Context: an optimization exercise on an open-source flow, tuned for small area, a short achievable clock period and few clock cycles. The choices shown serve that exercise and are no tape-out recipe.
No run shown here included a check of the RTL's function; only the layout flow was run.
No activity file was given, so power comes from the tool's default toggle rates.

`config.mk`:
```
export PLATFORM = sky130hd
export DESIGN_NAME = UT_TOP
export DESIGN_NICKNAME = UT_TOP
export VERILOG_FILES = /design/flow/design.v
export SDC_FILE = /design/flow/constraint.sdc
export NUM_CORES = 4
export LEC_CHECK = 0
export ABC_AREA = 1
export CAP_MARGIN = 20
export CORE_MARGIN = 2
export CORE_UTILIZATION = 60
export SETUP_SLACK_MARGIN = 5
export SLEW_MARGIN = 20
```
`constraint.sdc`:
```
create_clock -name core_clock -period 9.0 [get_ports {clk}]
set_input_delay 1.8000 -clock core_clock [delete_from_list [all_inputs] [get_ports {clk}]]
set_output_delay 1.8000 -clock core_clock [all_outputs]
set_load 0.01 [all_outputs]
```
`design.v`:
```
module B2BCD_IP (
    input  [5:0] bin,
    output reg [7:0] bcd
);
always @(*) begin
    case (bin)
        6'd0: bcd = 8'h00;
        6'd1: bcd = 8'h01;
        6'd2: bcd = 8'h02;
        6'd3: bcd = 8'h03;
        6'd4: bcd = 8'h04;
        6'd5: bcd = 8'h05;
        6'd6: bcd = 8'h06;
        6'd7: bcd = 8'h07;
        6'd8: bcd = 8'h08;
        6'd9: bcd = 8'h09;
        6'd10: bcd = 8'h10;
        6'd11: bcd = 8'h11;
        6'd12: bcd = 8'h12;
        6'd13: bcd = 8'h13;
        6'd14: bcd = 8'h14;
        6'd15: bcd = 8'h15;
        6'd16: bcd = 8'h16;
        6'd17: bcd = 8'h17;
        6'd18: bcd = 8'h18;
        6'd19: bcd = 8'h19;
        6'd20: bcd = 8'h20;
        6'd21: bcd = 8'h21;
        6'd22: bcd = 8'h22;
        6'd23: bcd = 8'h23;
        6'd24: bcd = 8'h24;
        6'd25: bcd = 8'h25;
        6'd26: bcd = 8'h26;
        6'd27: bcd = 8'h27;
        6'd28: bcd = 8'h28;
        6'd29: bcd = 8'h29;
        6'd30: bcd = 8'h30;
        6'd31: bcd = 8'h31;
        6'd32: bcd = 8'h32;
        6'd33: bcd = 8'h33;
        6'd34: bcd = 8'h34;
        6'd35: bcd = 8'h35;
        6'd36: bcd = 8'h36;
        6'd37: bcd = 8'h37;
        6'd38: bcd = 8'h38;
        6'd39: bcd = 8'h39;
        6'd40: bcd = 8'h40;
        6'd41: bcd = 8'h41;
        6'd42: bcd = 8'h42;
        6'd43: bcd = 8'h43;
        6'd44: bcd = 8'h44;
        6'd45: bcd = 8'h45;
        6'd46: bcd = 8'h46;
        6'd47: bcd = 8'h47;
        6'd48: bcd = 8'h48;
        6'd49: bcd = 8'h49;
        6'd50: bcd = 8'h50;
        6'd51: bcd = 8'h51;
        6'd52: bcd = 8'h52;
        6'd53: bcd = 8'h53;
        6'd54: bcd = 8'h54;
        6'd55: bcd = 8'h55;
        6'd56: bcd = 8'h56;
        6'd57: bcd = 8'h57;
        6'd58: bcd = 8'h58;
        6'd59: bcd = 8'h59;
        6'd60: bcd = 8'h60;
        6'd61: bcd = 8'h61;
        6'd62: bcd = 8'h62;
        6'd63: bcd = 8'h63;
    endcase
end
endmodule
module YEAR_LUT (
    input  [4:0] y4,
    output reg [3:0] t,
    output reg [2:0] u
);
always @(*) begin
    case (y4)
        5'd0: begin t = 4'd7; u = 3'd0; end
        5'd1: begin t = 4'd7; u = 3'd2; end
        5'd2: begin t = 4'd7; u = 3'd4; end
        5'd3: begin t = 4'd8; u = 3'd1; end
        5'd4: begin t = 4'd8; u = 3'd3; end
        5'd5: begin t = 4'd9; u = 3'd0; end
        5'd6: begin t = 4'd9; u = 3'd2; end
        5'd7: begin t = 4'd9; u = 3'd4; end
        5'd8: begin t = 4'd0; u = 3'd1; end
        5'd9: begin t = 4'd0; u = 3'd3; end
        5'd10: begin t = 4'd1; u = 3'd0; end
        5'd11: begin t = 4'd1; u = 3'd2; end
        5'd12: begin t = 4'd1; u = 3'd4; end
        5'd13: begin t = 4'd2; u = 3'd1; end
        5'd14: begin t = 4'd2; u = 3'd3; end
        5'd15: begin t = 4'd3; u = 3'd0; end
        5'd16: begin t = 4'd3; u = 3'd2; end
        5'd17: begin t = 4'd3; u = 3'd4; end
        5'd18: begin t = 4'd4; u = 3'd1; end
        5'd19: begin t = 4'd4; u = 3'd3; end
        5'd20: begin t = 4'd5; u = 3'd0; end
        5'd21: begin t = 4'd5; u = 3'd2; end
        5'd22: begin t = 4'd5; u = 3'd4; end
        5'd23: begin t = 4'd6; u = 3'd1; end
        5'd24: begin t = 4'd6; u = 3'd3; end
        5'd25: begin t = 4'd7; u = 3'd0; end
        5'd26: begin t = 4'd7; u = 3'd2; end
        5'd27: begin t = 4'd7; u = 3'd4; end
        5'd28: begin t = 4'd8; u = 3'd1; end
        5'd29: begin t = 4'd8; u = 3'd3; end
        5'd30: begin t = 4'd9; u = 3'd0; end
        5'd31: begin t = 4'd9; u = 3'd2; end
    endcase
end
endmodule
module UT_TOP (
    clk, rst_n, in_valid, in_time,
    out_valid, out_display, out_day
);
input clk, rst_n, in_valid;
input [30:0] in_time;
output reg out_valid;
output reg [3:0] out_display;
output reg [2:0] out_day;
reg [4:0] cnt;
reg [4:0] cnt_inc;
reg idle, ph_d1, ph_y, ph_r2, dslot;
always @(*) begin
    case (cnt)
        5'd0:  cnt_inc = 5'd0;   5'd1:  cnt_inc = 5'd2;   5'd2:  cnt_inc = 5'd3;
        5'd3:  cnt_inc = 5'd4;   5'd4:  cnt_inc = 5'd5;   5'd5:  cnt_inc = 5'd6;
        5'd6:  cnt_inc = 5'd7;   5'd7:  cnt_inc = 5'd8;   5'd8:  cnt_inc = 5'd9;
        5'd9:  cnt_inc = 5'd10;  5'd10: cnt_inc = 5'd11;  5'd11: cnt_inc = 5'd12;
        5'd12: cnt_inc = 5'd13;  5'd13: cnt_inc = 5'd14;  5'd14: cnt_inc = 5'd15;
        5'd15: cnt_inc = 5'd16;  5'd16: cnt_inc = 5'd17;  5'd17: cnt_inc = 5'd18;
        5'd18: cnt_inc = 5'd19;  5'd19: cnt_inc = 5'd20;  5'd20: cnt_inc = 5'd21;
        5'd21: cnt_inc = 5'd22;  default: cnt_inc = 5'd0;
    endcase
    idle  = (cnt == 5'd0);
    ph_d1 = 1'b0; ph_y = 1'b0; ph_r2 = 1'b0; dslot = 1'b0;
    case (cnt)
        5'd1, 5'd2, 5'd3, 5'd4, 5'd5, 5'd6, 5'd7, 5'd8: begin
            ph_d1 = 1'b1; ph_y = 1'b1; ph_r2 = 1'b1;
        end
        default: ;
    endcase
    case (cnt)
        5'd9:  begin ph_y = 1'b1; ph_r2 = 1'b1; end
        5'd10: ph_r2 = 1'b1;
        default: ;
    endcase
    case (cnt)
        5'd8, 5'd9, 5'd10, 5'd11, 5'd12, 5'd13, 5'd14, 5'd15,
        5'd16, 5'd17, 5'd18, 5'd19, 5'd20, 5'd21: dslot = 1'b1;
        default: ;
    endcase
end
reg [9:0]  R1;     
reg [15:0] S;      
reg [6:0]  LO;     
reg [1:0]  QD;     
reg [2:0]  W;      
reg        gt, lt; 
reg [10:0] R2;
reg [4:0]  Y;      
reg [1:0]  YO;     
reg [3:0]  MO;
reg [4:0]  DY;
reg [7:0]  FB;     
wire [11:0] x1 = {R1, S[15:14]};
wire        c1a = (x1 >= 12'd675), c1b = (x1 >= 12'd1350), c1c = (x1 >= 12'd2025);
wire [1:0]  q1 = c1c ? 2'd3 : c1b ? 2'd2 : c1a ? 2'd1 : 2'd0;
wire [11:0] r1n = c1c ? x1 - 12'd2025 : c1b ? x1 - 12'd1350 : c1a ? x1 - 12'd675 : x1;
wire [12:0] x2 = {R2, QD};
wire        c2a = (x2 >= 13'd1461), c2b = (x2 >= 13'd2922), c2c = (x2 >= 13'd4383);
wire [1:0]  q2 = c2c ? 2'd3 : c2b ? 2'd2 : c2a ? 2'd1 : 2'd0;
wire [12:0] r2n = c2c ? x2 - 13'd4383 : c2b ? x2 - 13'd2922 : c2a ? x2 - 13'd1461 : x2;
reg [2:0] w0, w1, w2, w3;
always @(*) begin
    case (W)
        3'd0: begin w0 = 3'd0; w1 = 3'd1; w2 = 3'd2; w3 = 3'd3; end
        3'd1: begin w0 = 3'd4; w1 = 3'd5; w2 = 3'd6; w3 = 3'd0; end
        3'd2: begin w0 = 3'd1; w1 = 3'd2; w2 = 3'd3; w3 = 3'd4; end
        3'd3: begin w0 = 3'd5; w1 = 3'd6; w2 = 3'd0; w3 = 3'd1; end
        3'd4: begin w0 = 3'd2; w1 = 3'd3; w2 = 3'd4; w3 = 3'd5; end
        3'd5: begin w0 = 3'd6; w1 = 3'd0; w2 = 3'd1; w3 = 3'd2; end
        3'd6: begin w0 = 3'd3; w1 = 3'd4; w2 = 3'd5; w3 = 3'd6; end
        default: begin w0 = 3'd0; w1 = 3'd1; w2 = 3'd2; w3 = 3'd3; end
    endcase
end
wire [2:0] wn = c1c ? w3 : c1b ? w2 : c1a ? w1 : w0;
reg [1:0] gdig;
always @(*) begin
    case (cnt[3:0])
        4'd2, 4'd3, 4'd4: gdig = 2'd2;
        4'd5: gdig = 2'd3;
        4'd7: gdig = 2'd3;
        4'd8: gdig = 2'd1;
        default: gdig = 2'd0;
    endcase
end
wire GEnow = gt | (~lt & c1a);
wire GE = gt | ~lt;
wire [9:0]  xh = (cnt == 5'd9) ? {1'b0, R1[9:1]} : {S[15:8], S[5:4]};
wire        cha = (xh >= 10'd225), chb = (xh >= 10'd450), chc = (xh >= 10'd675);
wire [1:0]  qh = chc ? 2'd3 : chb ? 2'd2 : cha ? 2'd1 : 2'd0;
wire [9:0]  rh = chc ? xh - 10'd675 : chb ? xh - 10'd450 : cha ? xh - 10'd225 : xh;
wire [7:0]  xm = (cnt == 5'd12) ? S[15:8] : {S[13:8], R1[5:4]};
wire        cma = (xm >= 8'd60), cmb = (xm >= 8'd120), cmc = (xm >= 8'd180);
wire [1:0]  qm = cmc ? 2'd3 : cmb ? 2'd2 : cma ? 2'd1 : 2'd0;
wire [7:0]  rm = cmc ? xm - 8'd180 : cmb ? xm - 8'd120 : cma ? xm - 8'd60 : xm;
wire [8:0] doy  = R2[10:2];
wire       leap = (YO == 2'd2);
wire T1  = (doy >= 9'd31);
wire T2  = leap ? (doy >= 9'd60)  : (doy >= 9'd59);
wire T3  = leap ? (doy >= 9'd91)  : (doy >= 9'd90);
wire T4  = leap ? (doy >= 9'd121) : (doy >= 9'd120);
wire T5  = leap ? (doy >= 9'd152) : (doy >= 9'd151);
wire T6  = leap ? (doy >= 9'd182) : (doy >= 9'd181);
wire T7  = leap ? (doy >= 9'd213) : (doy >= 9'd212);
wire T8  = leap ? (doy >= 9'd244) : (doy >= 9'd243);
wire T9  = leap ? (doy >= 9'd274) : (doy >= 9'd273);
wire T10 = leap ? (doy >= 9'd305) : (doy >= 9'd304);
wire T11 = leap ? (doy >= 9'd335) : (doy >= 9'd334);
wire [3:0] mcalc;
assign mcalc[3] = T8;
assign mcalc[2] = T4 & ~T8;
assign mcalc[1] = (T2 & ~T4) | (T6 & ~T8) | T10;
assign mcalc[0] = (T1 & ~T2) | (T3 & ~T4) | (T5 & ~T6) | (T7 & ~T8) | (T9 & ~T10) | T11;
reg [4:0] mst;
always @(*) begin
    case ({leap, MO})
        5'd0:  mst = 5'd31;  5'd1:  mst = 5'd30;  5'd2:  mst = 5'd26;  5'd3:  mst = 5'd25;
        5'd4:  mst = 5'd23;  5'd5:  mst = 5'd22;  5'd6:  mst = 5'd20;  5'd7:  mst = 5'd19;
        5'd8:  mst = 5'd18;  5'd9:  mst = 5'd16;  5'd10: mst = 5'd15;  5'd11: mst = 5'd13;
        5'd16: mst = 5'd31;  5'd17: mst = 5'd30;  5'd18: mst = 5'd27;  5'd19: mst = 5'd26;
        5'd20: mst = 5'd24;  5'd21: mst = 5'd23;  5'd22: mst = 5'd21;  5'd23: mst = 5'd20;
        5'd24: mst = 5'd19;  5'd25: mst = 5'd17;  5'd26: mst = 5'd16;  5'd27: mst = 5'd14;
        default: mst = 5'd0;
    endcase
end
wire [4:0] dcalc = doy[4:0] - mst;
reg [3:0] mun;
always @(*) begin
    case (MO)
        4'd0: mun = 4'd1;  4'd1: mun = 4'd2;  4'd2: mun = 4'd3;  4'd3: mun = 4'd4;
        4'd4: mun = 4'd5;  4'd5: mun = 4'd6;  4'd6: mun = 4'd7;  4'd7: mun = 4'd8;
        4'd8: mun = 4'd9;  4'd9: mun = 4'd0;  4'd10: mun = 4'd1; default: mun = 4'd2;
    endcase
end
wire mten = MO[3] & (MO[1] | MO[0]) | (MO[3] & MO[2]);
wire [3:0] yt;
wire [2:0] yu;
YEAR_LUT u_year (.y4(Y), .t(yt), .u(yu));
wire [1:0] yo = cnt[0] ? YO : q2;
wire       ycarry = (yu == 3'd4) && yo[1];
wire [3:0] ytens = ycarry ? ((yt == 4'd9) ? 4'd0 : yt + 4'd1) : yt;
reg  [3:0] yunits;
always @(*) begin
    case ({yu, yo})
        5'd0: yunits = 4'd0;  5'd1: yunits = 4'd1;  5'd2: yunits = 4'd2;  5'd3: yunits = 4'd3;
        5'd4: yunits = 4'd2;  5'd5: yunits = 4'd3;  5'd6: yunits = 4'd4;  5'd7: yunits = 4'd5;
        5'd8: yunits = 4'd4;  5'd9: yunits = 4'd5;  5'd10: yunits = 4'd6; 5'd11: yunits = 4'd7;
        5'd12: yunits = 4'd6; 5'd13: yunits = 4'd7; 5'd14: yunits = 4'd8; 5'd15: yunits = 4'd9;
        5'd16: yunits = 4'd8; 5'd17: yunits = 4'd9; 5'd18: yunits = 4'd0; 5'd19: yunits = 4'd1;
        default: yunits = 4'd0;
    endcase
end
reg [5:0] cv;
always @(*) begin
    case (cnt[2:1])
        2'b10:   cv = {1'b0, DY};       
        2'b11:   cv = S[5:0];           
        2'b00:   cv = R1[5:0];          
        default: cv = S[13:8];          
    endcase
end
wire [7:0] cbcd;
B2BCD_IP u_bcd (.bin(cv), .bcd(cbcd));
reg [3:0] dig;
always @(*) begin
    case (cnt)
        5'd8:  dig = GEnow ? 4'd2 : 4'd1;
        5'd9:  dig = GE ? 4'd0 : 4'd9;
        5'd10: dig = ytens;
        5'd11: dig = yunits;
        5'd12: dig = {3'b000, mten};
        5'd13: dig = mun;
        5'd14, 5'd16, 5'd18, 5'd20: dig = FB[7:4];
        default: dig = FB[3:0];
    endcase
end
always @(posedge clk or negedge rst_n) begin
    if (!rst_n) begin
        cnt <= 5'd0;
        out_valid <= 1'b0;
        out_display <= 4'd0;
        out_day <= 3'd0;
    end else begin
        cnt <= in_valid ? 5'd1 : cnt_inc;
        out_valid <= dslot;
        out_display <= dslot ? dig : 4'd0;
        if (cnt == 5'd8) out_day <= wn;
        else if (!dslot) out_day <= 3'd0;
    end
end
always @(posedge clk) begin
    if (idle) begin
        R1 <= {2'b00, in_time[30:23]};
        S  <= in_time[22:7];
        LO <= in_time[6:0];
        QD <= 2'd0;
        W  <= 3'd2;
        gt <= 1'b0;
        lt <= 1'b0;
        R2 <= 11'd0;
    end else begin
        QD <= (cnt == 5'd9) ? 2'd2 : q1;
        W  <= wn;
        if (!gt && !lt) begin
            gt <= (q1 > gdig);
            lt <= (q1 < gdig);
        end
        if (ph_r2) R2 <= r2n[10:0];
        if (ph_y) Y <= {Y[2:0], q2};
        if (cnt == 5'd10) YO <= q2;
        if (ph_d1) begin
            R1 <= r1n[9:0];
            S  <= {S[13:0], 2'b00};
        end
        if (cnt == 5'd9) begin
            S[15:8] <= rh[7:0];
            S[5:0]  <= {R1[0], LO[6:4], qh};
        end
        if (cnt == 5'd10 || cnt == 5'd11) begin
            S[15:8] <= rh[7:0];
            S[5:0]  <= {S[3:0], qh};
        end
        if (cnt == 5'd12) begin
            S[13:8] <= rm[5:0];
            R1[5:0] <= {LO[3:0], qm};
        end
        if (cnt == 5'd13 || cnt == 5'd14) begin
            S[13:8] <= rm[5:0];
            R1[5:0] <= {R1[3:0], qm};
        end
        if (cnt == 5'd11) MO <= mcalc;
        if (cnt == 5'd12) DY <= dcalc;
        if (cnt == 5'd13 || cnt == 5'd15 || cnt == 5'd17 || cnt == 5'd19) FB <= cbcd;
    end
end
endmodule
```
`run.sh`:
```
#!/bin/bash
# synth_recipe.tcl (not shown) runs the flow's synth.tcl, then flattens the netlist and writes it again
# the make line also repeats each setting of config.mk as NAME=value (left out here)
make -C /OpenROAD-flow-scripts/flow DESIGN_CONFIG=/design/flow/config.mk WORK_HOME=/design/flow/orfs CLKGATE_MAP_FILE= SYNTH_SCRIPT=/design/flow/synth_recipe.tcl finish
```
==> impl_metrics.py, run 1 <==
metrics = {
    "timing": {
        "slew_headroom_pct": 27.1,
        "period_share_pct": 40.2,
        "finalSetupViolCount": 0,
        "rsz0062_at_grt": "no",
        "holdWs_ns": 0.465,
        "skew_ns": 0.00751,
        "setup_tns_ns": 0,
        "maxSlewViolCount": 0,
        "setup_slack_ns": 5.38,
        "fmax_ghz": 0.276,
        "hold_violations": 0,
        "worstMarginPinSlew_ns": 1.09,
        "period_needed_ns": 3.62,
    },
    "placement": {
        "io_buffer_count": 41,
        "dp_cells": 1585,
        "post_dp_cell_area_sq_mm": 0.00990,
        "hpwl_um": 20000,
        "gp_congestion": 0.973,
        "place_ws_ns": 5.49,
    },
    "route": {
        "drt_iter0_markers": 889,
        "via_per_inst": 5.90,
        "num_vias": 9440,
        "drt-total-wl_um": 26800,
        "drt-pass1-iter-count": 7,
        "antenna_left": 0,
        "wl_per_cell_um": 16.8,
        "drc_errors": 0,
    },
    "synthesis": {
        "synth_top_area_share_pct": 17.1,
        "synthTopCellsByArea": "edfxtp_1 (17%), nand2_1 (13%), ha_1 (7.5%), dfxtp_1 (6.5%), o21ai_0 (6.1%)",
        "synth_cells": 1378,
        "ys_ff_latch": 98,
        "yosys.area.top_type": "edfxtp_1",
        "synth-edff-count": 54,
        "syn_avg_cell_area_sq_um": 6.88,
        "ys_warn_count": 3,
        "synth_nets": 1470,
        "seq_area_frac_synth_pct": 27.1,
        "synth_cell_types": 69,
        "synth_flop_cell": "edfxtp_1",
        "synthArstFlopShare_pct": 13.3,
        "netlist_area_sq_mm": 0.00949,
    },
    "finish": {
        "stdcell_count": 1601,
        "finalInstanceArea_sq_mm": 0.0102,
        "fin_util_pct": 66.5,
        "drive_above_1_share_pct": 10.2,
        "fin_nets": 1477,
        "syn2layout_area_growth_pct": 7.29,
        "diodes": 0,
    },
    "global_routing": {
        "gr-usage-all-layers_pct": 32.5,
        "grt_pass1_vias": 8535,
        "grt_overflow": 0,
        "antenna_found_initial": 0,
        "grt_pass1_wl_um": 43200,
        "grt_max_degree": 40,
    },
    "critical_path": {
        "crit_path_start": "cnt[1]",
        "path_class": "reg -> reg",
        "cp_num_cells": 18,
        "path_delay_family": "simple AND/OR/NAND/NOR gates",
        "timing.rr.end": "S[10]",
        "rr_worst_depth": 18,
        "cp-endpoint": "S[10]",
        "cp.required_ns": 9.12,
        "cpMostUsedCell": "inv_1",
        "arrival_ns": 3.74,
        "crit_buf_inv": 5,
        "crit_chain": "inv_1, ha_1, inv_1, nor2_1, nand2_2, nand2_1, o21ai_1, inv_1, ha_1, inv_1, nand3_1, nand3_2, inv_2, nand2_2, xor2_1, a21oi_1, nand2_1, nand2_1",
        "path_max_fanout": 21,
        "max_stage_delay_ns": 0.54,
        "r2r_start": "cnt[1]",
        "reg2reg_slack_ns": 5.38,
        "startpoint_type": "flop",
        "slowest_stage": "dfrtp_1",
        "endpoint_kind": "flop",
    },
    "min_path": {
        "hold_class": "reg -> reg",
    },
    "cts": {
        "cts_resized": 0,
        "cts.path.max_buffers": 2,
        "cts_made_buffers": 9,
        "clock-sinks": 98,
        "clkTransAtPathRegs_ns": 0.07,
        "root_buffer": "clkbuf_16",
        "htree_levels": 3,
        "worstSkewPairLatency_ns": 0.36,
        "cts_tree": "built",
        "cts_setup_buffers": 0,
        "postCtsHoldBufs": 0,
    },
    "flow_run": {
        "cap_violations": 0,
    },
    "floorplanning": {
        "std_cell_rows": 45,
        "initial_core_util_pct": 61.9,
        "dieHeight_um": 130,
        "core_sq_mm": 0.0153,
        "die_area_sq_mm": 0.0168,
        "dieWidth_um": 130,
        "io-pin-count": 42,
    },
    "pwr": {
        "powerDensity_mw_per_mm2": 365,
        "ir_worst_vdd_mv": 0.230,
        "power_mw": 3.72,
        "power_leakage_nw": 4.67,
    },
    "status": {
        "outcome": "finished clean",
    },
}
==> cell usage in the layout, fill, tap and decap left out, types with 9 or more instances in the layout <==
cell type,instances
a21oi_1,77
nor2_2,12
nand3_1,86
o21ai_0,115
clkdlybuf4s50_1,41
ha_1,57
clkbuf_16,9
nand4_1,12
edfxtp_1,54
dfrtp_1,13
inv_1,136
o21ai_1,22
xor2_1,40
dfxtp_1,31
nor2_1,125
o211ai_1,35
inv_2,23
a31oi_1,14
nor3_1,13
nand2_2,31
nand2_1,319
==> power breakdown <==
group / leakage (nW) / switching (mW) / internal, mW
logic: 3.55 / 1.61 / 0.823
clock network: 0.140 / 0.187 / 0.190
registers: 0.978 / 0.246 / 0.663
==> sequential cells by signal, summed over array words and instances (netlist names), 4 cells and up <==
register,cells
yt,4
Y,5
FB,7
DY,5
S,16
R2,11
mun,4
R1,10
cnt,5
MO,4
LO,7
out_display,4
==> Yosys cell counts, drive strengths merged, types with 20 or more instances <==
cell type / n
a21oi: 81
o21ai: 147
nor2: 142
buf: 34
nand3: 94
nor3: 20
inv: 162
ha: 57
edfxtp: 54
nand2: 359
xor2: 40
dfxtp: 31
o211ai: 36
==> layer usage <==
layer	GRT usage, %	vias to the layer above	part of all wire, %
met4	14.5	0	3.4
li1	-	4642	-
met1	43.3	4288	43
met3	4.76	75	7.3
met2	52.6	435	46
met5	0	-	0
==> logic make-up (layout without fill, tap and decap cells) <==
group,count (synthesis),in the layout,share of synthesized area [%]
AO/OA/AOI/OAI,324,324,20.9
XOR/XNOR,40,40,3.69
adder cells (fa/ha/maj),58,58,7.73
buffers and inverters,219,231,10.0
flip-flops,98,98,27.1
multiplexers,1,1,0.106
AND/OR/NAND/NOR,638,638,30.5
==> final cells by class <==
cell class                 instances  area [sq um]
multi-input combinational       1061          5980
fill                            1453          5140
sequential                        98          2570
inverter                         171           659
timing repair buffer              44           433
tap                              211           264
clock buffer                       9           225
clock inverter                     7          51.3
==> worst min path at each step <==
| stage | startpoint | end | slack, ns | cells after the start |
|---|---|---|---|---|
| 4_1_cts | Y[1] | Y[3] | 0.47 | 0 |
| 2_1_floorplan | Y[1] | Y[3] | 0.43 | 0 |
| 3_3_place_gp | Y[1] | Y[3] | 0.45 | 0 |
| 3_5_place_dp | Y[1] | Y[3] | 0.44 | 0 |
| 6_report | Y[1] | Y[3] | 0.46 | 0 |
| 5_1_grt | Y[1] | Y[3] | 0.47 | 0 |
==> inputs of run 2 (changes only) <==
--- a/config.mk
+++ b/config.mk
@@ -6,5 +6,6 @@
 export NUM_CORES = 4
 export LEC_CHECK = 0
-export ABC_AREA = 1
+export ABC_AREA = 0
+export ABC_CLOCK_PERIOD_IN_PS = 2500
 export CAP_MARGIN = 20
 export CORE_MARGIN = 2
==> impl_metrics.py, run 2 <==
metrics = {
    "finish": {
        "drive_above_1_share_pct": 8.97,
        "largest_register_ff_count": 16,
        "fin_util_pct": 67.1,
        "fin_nets": 1168,
        "syn2layout_area_growth_pct": 9.73,
        "layout_common_cells": "nand2_1 (120), nor2_1 (92), o21ai_0 (90)",
        "stdcell_count": 1265,
        "reg_top3": "S: 16 flops, R2: 11 flops, R1: 10 flops",
        "max_flop_register": "S",
        "mostFrequentLayoutCell": "nand2_1",
        "diodes": 0,
    },
    "critical_path": {
        "path_delay_family": "compound AO/OA/AOI/OAI gates",
        "endpoint_kind": "flop",
        "cp_num_cells": 15,
        "startpoint_type": "flop",
        "crit_path_start": "R2[4]",
        "max_stage_delay_ns": 0.52,
        "cpMostUsedCell": "o21ai_0",
        "r2r_start": "R2[4]",
        "rr_worst_depth": 15,
        "slowest_stage": "dfxtp_1",
        "cp.required_ns": 9.24,
        "path_max_fanout": 16,
        "crit_chain": "nor3_4, nand3_1, a2111o_1, nand2_4, o21ai_0, buf_4, mux2_2, ha_1, nand2_1, o21ai_0, mux2i_1, nand2_1, o21a_1, o21ai_0, o22ai_1",
        "path_class": "reg -> reg",
        "arrival_ns": 3.98,
        "crit_buf_inv": 1,
    },
    "synthesis": {
        "synth_nets": 1171,
        "syn_avg_cell_area_sq_um": 8.20,
        "ys_ff_latch": 98,
        "synth_flop_cell": "edfxtp_1",
        "yosys.area.top_type": "edfxtp_1",
        "synthArstFlopShare_pct": 13.3,
        "synthTopCellsByArea": "edfxtp_1 (18%), ha_1 (8.1%), dfxtp_1 (7.0%), nand2_1 (5.1%), o21ai_0 (5.1%)",
        "synth_commonest_cells": "nand2_1 (121), nor2_1 (92), o21ai_0 (90)",
        "synth-edff-count": 54,
        "synth_cell_types": 97,
        "synth_cells": 1079,
        "ys_warn_count": 3,
        "synth.most_common_cell": "nand2_1",
        "netlist_area_sq_mm": 0.00885,
        "synth_top_area_share_pct": 18.3,
        "seq_area_frac_synth_pct": 29.0,
    },
    "timing": {
        "slew_headroom_pct": 33.7,
        "setup_tns_ns": 0,
        "fmax_ghz": 0.267,
        "finalSetupViolCount": 0,
        "setup_slack_ns": 5.25,
        "hold_violations": 0,
        "period_needed_ns": 3.75,
        "holdWs_ns": 0.510,
        "worstMarginPinSlew_ns": 0.991,
        "skew_ns": 0.0134,
        "maxSlewViolCount": 0,
        "rsz0062_at_grt": "no",
        "period_share_pct": 41.7,
    },
    "min_path": {
        "hold_class": "reg -> reg",
        "hold_path_depth": 2,
        "min-delay-start": "lt",
    },
    "pwr": {
        "power_leakage_nw": 3.79,
        "ir_worst_vdd_mv": 0.228,
        "powerDensity_mw_per_mm2": 397,
    },
    "cts": {
        "clkTransAtPathRegs_ns": 0.08,
        "clock-sinks": 98,
        "worstSkewPairLatency_ns": 0.36,
        "htree_levels": 3,
        "postCtsHoldBufs": 0,
        "root_buffer": "clkbuf_16",
        "cts_tree": "built",
        "cts_made_buffers": 9,
        "cts.path.max_buffers": 2,
    },
    "floorplanning": {
        "io-pin-count": 42,
        "dieHeight_um": 125,
        "die_area_sq_mm": 0.0157,
        "dieWidth_um": 125,
        "initial_core_util_pct": 61.1,
        "core_sq_mm": 0.0145,
        "std_cell_rows": 44,
    },
    "placement": {
        "gp_congestion": 0.988,
        "io_buffer_count": 41,
        "place_ws_ns": 4.46,
        "dp_cells": 1236,
        "hpwl_um": 17700,
    },
    "route": {
        "drt-total-wl_um": 25200,
        "drt-pass1-iter-count": 6,
        "antenna_left": 0,
        "drc_errors": 0,
        "wl_per_cell_um": 19.9,
        "drt_iter0_markers": 1052,
        "via_per_inst": 6.58,
        "num_vias": 8324,
    },
    "global_routing": {
        "antenna_found_initial": 0,
        "grt_pass1_vias": 7480,
        "grt_overflow": 0,
        "grt_max_degree": 32,
        "grt_pass1_wl_um": 40200,
        "gr-usage-all-layers_pct": 31.7,
    },
    "status": {
        "outcome": "finished clean",
    },
    "flow_run": {
        "cap_violations": 0,
    },
}
## run 2: power breakdown
group / internal [mW] / leakage, nW / total, mW / switching (mW)
clock: 0.214 / 0.155 / 0.417 / 0.203
combinational: 1.01 / 2.66 / 2.36 / 1.35
sequential: 0.689 / 0.974 / 1.08 / 0.390
## run 2: metal layers
metal  GRT usage, %  up-vias  share of wire (%)
met2           47.4      392                 43
li1               -     3956                  -
met4           9.15        0                2.1
met3           6.08       43                9.4
met5              0        -                  0
met1           46.9     3933                 45
## run 2: logic make-up (layout without fill, tap and decap cells)
group | count (synthesis) | count (layout) | synth area share [%]
AND/OR/NAND/NOR | 351 | 352 | 18.9
buffers and inverters | 130 | 131 | 6.26
AO/OA/AOI/OAI | 354 | 354 | 26.5
multiplexers | 54 | 54 | 7.66
XOR/XNOR | 33 | 33 | 3.27
flip-flops | 98 | 98 | 29.0
adder cells (fa/ha/maj) | 59 | 59 | 8.40
## run 2: tightest hold or removal path, cell delays in order, from the launching register on
cell     delay [ns]
dfxtp_1        0.32
inv_1          0.08
a21oi_1        0.07
## run 2: worst paths after layout
kind                         endpoint  slack (ns)
max reg2reg                     yu[1]        5.25
min                                lt        0.51
max                             yu[1]        5.25
min in group asynchronous  out_day[0]        1.85
max in group asynchronous      cnt[1]        6.67
min reg2reg                        lt        0.51
## run 2: what timing repair did
| action | in CTS | in global routing |
|---|---|---|
| setup buffers | 1 | 11 |
| endpoints found under the hold margin | 0 | 0 |
| endpoints found under the setup margin | 12 | 13 |
| resized for setup | 7 | 13 |
| cloned | 0 | 1 |
| pin swaps | 1 | 1 |
## run 2: metrics by stage
stage	area, sq um	power (mW)
floorplan	8850	2.79
global placement	9210	3.29
detailed placement	9210	3.30
CTS	9560	3.75
global route	9710	4.17
finish	9710	3.86
## run 2: cell type report
type	count	area, sq um
inverter	54	219
clock inverter	6	65.1
sequential	98	2570
timing repair buffer	61	561
fill	1263	4770
tap	184	230
clock buffer	10	250
multi-input combinational	852	5820

-- port drivers added, routing unchanged --
No port has a modelled driver above. Below, the same layouts with a new extraction and two added sets of constraints. Step 1 (the two cells are an assumption about what drives the block):
set clk [get_ports {clk}]
set_driving_cell -lib_cell sky130_fd_sc_hd__clkbuf_16 $clk
set_driving_cell -lib_cell sky130_fd_sc_hd__buf_2 [delete_from_list [all_inputs] $clk]
Step 2 times the ports against the registers' clock, not the clock port: input delays grow and output delays shrink by t, the midpoint of the rising clock arrivals with the driver on. a / b / c = ideal / step 1 / step 2; a / b = the first two.
run | shift t [ns] | setup slack, ns | worst register clock-pin slew, ns | worst slew at a driven data input, ns
run 1 | 0.401 | 5.378 / 5.378 / 5.378 | 0.07 / 0.07 | 0.06
run 2 | 0.400 | 5.251 / 5.251 / 5.251 | 0.08 / 0.08 | 0.05
After both steps setup and hold are still met in every run listed.
